This design comes from an exercise in tuning for small area on the open sky130 flow, not from production work. The RTL was checked by simulation tests, not by an equivalence proof against the original design. The flow treats the clock pin as an ideal source, which a real chip does not have. Power figures rest on the tool's default switching activity, not on a simulated workload.

== old ==
==> flow/design.v (excerpt) <==
module ReactionGame(
    input        CLOCK_50,
    input        reset,
    input  [1:0] KEY,
    output [9:0] LEDR,
    output [6:0] HEX0,
    output [6:0] HEX1
);
    reg [1:0] key_s1, key_s2, key_prev;
    always @(posedge CLOCK_50) begin
        key_s1   <= KEY;
        key_s2   <= key_s1;
        key_prev <= key_s2;
    end
    wire [1:0] key_edge = ~key_s2 & key_prev;
    reg [3:0] hi_t, hi_o, lo;
    localparam [31:0] SEED = 32'hA5A5_A5A5;
    reg  [31:0] lfsr_q;
    wire [31:0] lfsr = lfsr_q ^ {20'd0, SEED[11:0]};
    reg         fresh;    
    wire        fill;
    wire        fb = fill ? ~(lo[1] ^ lo[0])
                          : lfsr[31] ^ lfsr[21] ^ lfsr[1] ^ lfsr[0];
    always @(posedge CLOCK_50) begin
        lfsr_q[31:12] <= lfsr[30:11];
        if (reset) lfsr_q[11:0] <= 12'd0;
        else       lfsr_q[11:0] <= {lfsr[10:0], fb} ^ SEED[11:0];
    end
    localparam S_IDLE = 2'd0, S_AF = 2'd1, S_A = 2'd3, S_R = 2'd2;
    reg [1:0] state;
    reg       chosen;         
    reg [3:0] tens, ones;     
    wire [3:0] o_inc, o_dec, t_inc, t_dec, ho_inc, ht_inc, lo_inc, lo_w;
    wire [6:0] seg_o, seg_t;
    wire ge33;
    assign o_inc[0] = (~ones[0]);
    assign o_inc[1] = (ones[1] & ~ones[0]) | (~ones[3] & ~ones[1] & ones[0]);
    assign o_inc[2] = (ones[2] & ~ones[0]) | (ones[2] & ~ones[1]) | (~ones[2] & ones[1] & ones[0]);
    assign o_inc[3] = (ones[3] & ~ones[0]) | (ones[2] & ones[1] & ones[0]);
    assign o_dec[0] = (~ones[0]);
    assign o_dec[1] = (ones[1] & ones[0]) | (ones[3] & ~ones[0]) | (ones[2] & ~ones[1] & ~ones[0]);
    assign o_dec[2] = (ones[2] & ones[0]) | (ones[3] & ~ones[0]) | (ones[2] & ones[1]);
    assign o_dec[3] = (ones[3] & ones[0]) | (~ones[3] & ~ones[2] & ~ones[1] & ~ones[0]);
    assign t_inc[0] = (~tens[0]);
  ...
clock: 25.0 ns
lec_check: 0
cap_margin: 20
core_margin: 2
core_utilization: 40
slew_margin: 20
standard.sh (not shown) runs the stock make flow with config.mk's settings and CLKGATE_MAP_FILE= SYNTH_SCRIPT=/design/flow/synth_recipe.tcl, a recipe that flattens the netlist after the stock synthesis.
==> flow/flow/run.sh <==
#!/bin/bash
# Own layout flow: the standard synthesis, an area re-mapping of its
# combinational logic (flip-flops untouched, proven equivalent), then the
# standard layout steps.
set -euo pipefail
W=$(pwd)
F=$W/flow
R=$W/orfs/results/$FLOW_PLATFORM/ReactionGame/base
LIB=$FLOW_HOME/platforms/$FLOW_PLATFORM/lib/sky130_fd_sc_hd__tt_025C_1v80.lib
DONTUSE=$(cat "$F/dontuse.txt")

bash standard.sh synth > "$W/log_synth.txt" 2>&1
cp "$R/1_2_yosys.v" "$W/std.v"
python3 "$F/cutff.py" "$W/std.v" "$W/std_cut.v" > "$W/log_cut.txt" 2>&1

# Several seeds of ABC's deep synthesis in parallel; keep the smallest
# re-mapping that is proven equivalent to the standard netlist.
# Runs 1..6 start deep synthesis from the netlist as it is, runs 7..12 from
# a &synch2 &dc2 rewrite of it, each with its own seed.
subst() { sed -e "s|@LIB@|$LIB|g" -e "s|@TOP@|$FLOW_TOP|g" -e "s|@ABC@|$2/abc.script|g" -e "s|@SEED@|$3|g" -e "s|@PRE@|$4|g" -e "s|@DONTUSE@|$DONTUSE|g" "$1"; }
RUNS="1 2 3 4 5 6 7 8 9 10 11 12"
for s in $RUNS; do
  D=$W/reopt_$s
  if (( s > 6 )); then PRE="\&synch2; \&dc2"; SEED=$((s - 6)); else PRE=""; SEED=$s; fi
  mkdir -p "$D"
  subst "$F/abc.script" "$D" $SEED "$PRE" | tr ';' '\n' > "$D/abc.script"
  subst "$F/reopt.ys" "$D" $SEED "" > "$D/reopt.ys"
  subst "$F/equiv.ys" "$D" $SEED "" > "$D/equiv.ys"
  ( cd "$D" && yosys -s reopt.ys > log_reopt.txt 2>&1 &&
    python3 "$F/cutff.py" out.v out_cut.v > log_cut.txt 2>&1 &&
    cp "$W/std_cut.v" std_cut.v &&
    yosys -s equiv.ys > log_equiv.txt 2>&1 &&
    python3 "$F/area.py" out.v "$LIB" | tail -1 | awk '{print $2}' > area.txt ) &
  if (( s % 4 == 0 )); then wait; fi
done
wait
best=""; besta=""
for s in $RUNS; do
  a=$(cat "$W/reopt_$s/area.txt" 2>/dev/null || true)
  [[ -n "$a" ]] || continue
  if [[ -z "$besta" ]] || awk "BEGIN{exit !($a < $besta)}"; then best=$s; besta=$a; fi
done
echo "best seed: ${best:-none} area ${besta:-none}" > "$W/log_pick.txt"
if [[ -n "$best" ]]; then
  cp "$W/reopt_$best/out.v" "$W/out.v"
  cp "$W/out.v" "$R/1_2_yosys.v"
  rm -f "$R/1_synth.odb" "$R/1_synth.sdc"
fi
bash standard.sh BUFFER_PORTS_ARGS="-buffer_cell sky130_fd_sc_hd__buf_1" SKIP_REPAIR_TIE_FANOUT=1 PRE_CTS_TCL="$F/cts_pre.tcl" CTS_ARGS="-sink_clustering_enable -repair_clock_nets -dont_use_dummy_load -buf_list sky130_fd_sc_hd__buf_6 -sink_clustering_size 20 -sink_clustering_max_diameter 60" finish > "$W/log_finish.txt" 2>&1
Other scripts of this flow, unchanged in this note and not shown: flow/flow/abc.script, flow/flow/area.py, flow/flow/cts_pre.tcl, flow/flow/cutff.py, flow/flow/dontuse.txt, flow/flow/equiv.ys, flow/flow/reopt.ys
### old -> new
-- flow/design.v --
<<< old, line 15
    wire [1:0] key_edge = ~key_s2 & key_prev;
    reg [3:0] hi_t, hi_o, lo;
    localparam [31:0] SEED = 32'hA5A5_A5A5;
    reg  [31:0] lfsr_q;
    wire [31:0] lfsr = lfsr_q ^ {20'd0, SEED[11:0]};
    reg         fresh;    
    wire        fill;
    wire        fb = fill ? ~(lo[1] ^ lo[0])
                          : lfsr[31] ^ lfsr[21] ^ lfsr[1] ^ lfsr[0];
    always @(posedge CLOCK_50) begin
        lfsr_q[31:12] <= lfsr[30:11];
        if (reset) lfsr_q[11:0] <= 12'd0;
        else       lfsr_q[11:0] <= {lfsr[10:0], fb} ^ SEED[11:0];
    end
    localparam S_IDLE = 2'd0, S_AF = 2'd1, S_A = 2'd3, S_R = 2'd2;
    reg [1:0] state;
>>> new, line 15
    wire [1:0] key_edge = ~key_s2 & key_prev;
    reg [3:0] hi_t, hi_o, lo;
    reg  [31:0] lfsr;
    wire        fill, fill_bit;
    wire        fb = fill ? fill_bit : lfsr[31] ^ lfsr[21] ^ lfsr[1] ^ lfsr[0];
    always @(posedge CLOCK_50)
        lfsr <= {lfsr[30:0], fb};
    localparam S_IDLE = 2'd0, S_AF = 2'd1, S_A = 2'd3, S_R = 2'd2;
    reg [1:0] state;
<<< old, line 54
    assign ho_inc[2] = (hi_o[2] & ~hi_o[0]) | (hi_o[2] & ~hi_o[1]) | (~hi_o[2] & hi_o[1] & hi_o[0]);
    assign ho_inc[3] = (hi_o[3] & ~hi_o[0]) | (hi_o[2] & hi_o[1] & hi_o[0]);
    assign ht_inc[0] = (~hi_t[0]);
    assign ht_inc[1] = (~hi_t[1] & hi_t[0]) | (hi_t[1] & ~hi_t[0]);
    assign ht_inc[2] = (hi_t[2] & ~hi_t[0]) | (~hi_t[2] & hi_t[1] & hi_t[0]) | (hi_t[2] & ~hi_t[1]);
    assign ht_inc[3] = (hi_t[3]) | (hi_t[2] & hi_t[1] & hi_t[0]);
    assign lo_inc[0] = (~lo[0]);
>>> new, line 47
    assign ho_inc[2] = (hi_o[2] & ~hi_o[0]) | (hi_o[2] & ~hi_o[1]) | (~hi_o[2] & hi_o[1] & hi_o[0]);
    assign ho_inc[3] = (hi_o[3] & ~hi_o[0]) | (hi_o[2] & hi_o[1] & hi_o[0]);
    assign ht_inc[0] = (~hi_t[0]) | (hi_t[3] & hi_t[2]);
    assign ht_inc[1] = ~((~hi_t[1] & ~hi_t[0]) | (hi_t[1] & hi_t[0]) | (hi_t[3] & hi_t[2]));
    assign ht_inc[2] = (hi_t[2] & ~hi_t[0]) | (~hi_t[2] & hi_t[1] & hi_t[0]) | (~hi_t[3] & hi_t[2] & ~hi_t[1]);
    assign ht_inc[3] = (hi_t[3]) | (hi_t[2] & hi_t[1] & hi_t[0]);
    assign lo_inc[0] = (~lo[0]);
<<< old, line 87
    wire ho9 = (hi_o[3] & hi_o[0]);
    wire ho5 = (hi_o[2] & ~hi_o[1] & hi_o[0]);
    wire ht12 = (hi_t[3] & hi_t[2]);
    wire lo11 = (lo[3] & lo[1] & lo[0]);
    wire lo0 = (~lo[3] & ~lo[2] & ~lo[1] & ~lo[0]);
    wire zero     = lo0 & ht12 & ho5;
    assign fill   = fresh & (hi_t == 4'd8) & (hi_o == 4'd3 || hi_o == 4'd4);
    wire active   = state[0];
    wire idle     = (state == S_IDLE);
>>> new, line 80
    wire ho9 = (hi_o[3] & hi_o[0]);
    wire ho5 = (hi_o[2] & ~hi_o[1] & hi_o[0]);
    wire ht12 = (hi_t[3] & hi_t[2] & ~hi_t[0]);
    wire lo11 = (lo[3] & lo[1] & lo[0]);
    wire lo0 = (~lo[3] & ~lo[2] & ~lo[1] & ~lo[0]);
    wire zero     = lo0 & ht12 & ho5;
    assign fill     = (hi_t == 4'd13) & (hi_o == 4'd3 || hi_o == 4'd4 || hi_o == 4'd5);
    assign fill_bit = (hi_o == 4'd5 && lo >= 4'd4) ? (lo == 4'd10) : ~(lo[1] ^ lo[0]);
    wire active   = state[0];
    wire idle     = (state == S_IDLE);
<<< old, line 101
    reg [11:0] idle_v;
    always @(*) begin
        case (reset ? 2'b01 : lfsr[1:0])
            2'b00:   idle_v = {4'd10, 4'd4, 4'd2};
            2'b01:   idle_v = {4'd8, 4'd3, 4'd4};
>>> new, line 95
    reg [11:0] idle_v;
    always @(*) begin
        case (lfsr[1:0])
            2'b00:   idle_v = {4'd10, 4'd4, 4'd2};
            2'b01:   idle_v = {4'd8, 4'd3, 4'd4};
<<< old, line 107
            default: idle_v = {4'd0, 4'd0, 4'd0};
        endcase
    end
    always @(posedge CLOCK_50) begin
>>> new, line 101
            default: idle_v = {4'd0, 4'd0, 4'd0};
        endcase
        if (reset) idle_v = {4'd13, 4'd3, 4'd4};
    end
    always @(posedge CLOCK_50) begin
<<< old, line 126
        if (idle)
            chosen <= lfsr[1];
        fresh <= reset | (fresh & ~(idle & zero));
        if (reset) begin
            state <= S_IDLE;
>>> new, line 121
        if (idle)
            chosen <= lfsr[1];
        if (reset) begin
            state <= S_IDLE;
From old to new the numbers moved as follows: first-pass GRT wire length went down by 660 µm; reported leakage power saw a decrease.
Looking at worst setup slack across old and new, the one that comes out higher is old.
In the flow results for old and new, the utilization is larger on new.
Changes observed in new relative to old: met1 routing resource usage after global routing held steady, final critical-path required period grew by 220 ps, critical path depth shrank by 1.
In the metrics for old and new, the one carrying the higher worst hold slack across all endpoints is old.
Going from old to new, critical path's largest stage delay climbed 140 ps; share of the clock period used by the worst path up 0.86 points.
Number of instances in the placed design was lower in the run labelled new.
Going from old to new, worst path buffer plus inverter count shrinks by 1.

## afterwards: timing with drivers on the ports
How much do the figures lean on ideal ports? The routed layouts below were timed once more, with nothing changed but the port constraints.
Step 1 sets driving cells, clkbuf_16 on the clock port and buf_2 on the other inputs (assumed; they add their load-dependent delay and slew).
Step 2 also shifts input and output timing later by t, the mid clock arrival at the registers, as if the neighbouring blocks saw the same clock.
a / b / c = no drivers / after step 1 / after step 2; a / b = the first two.
run | shift t [ns] | setup slack, ns | hold WS [ns] | worst setup path after step 2
old | 0.181 | 14.191 / 14.167 / 14.167 | 0.321 / 0.321 / 0.321 | input to output
new | 0.178 | 13.975 / 13.946 / 13.946 | 0.310 / 0.310 / 0.310 | input to output
After both steps setup and hold are still met in every run listed. For new, which loses most, drivers alone change the setup slack by -0.029 ns; drivers and shift together by -0.029 ns.
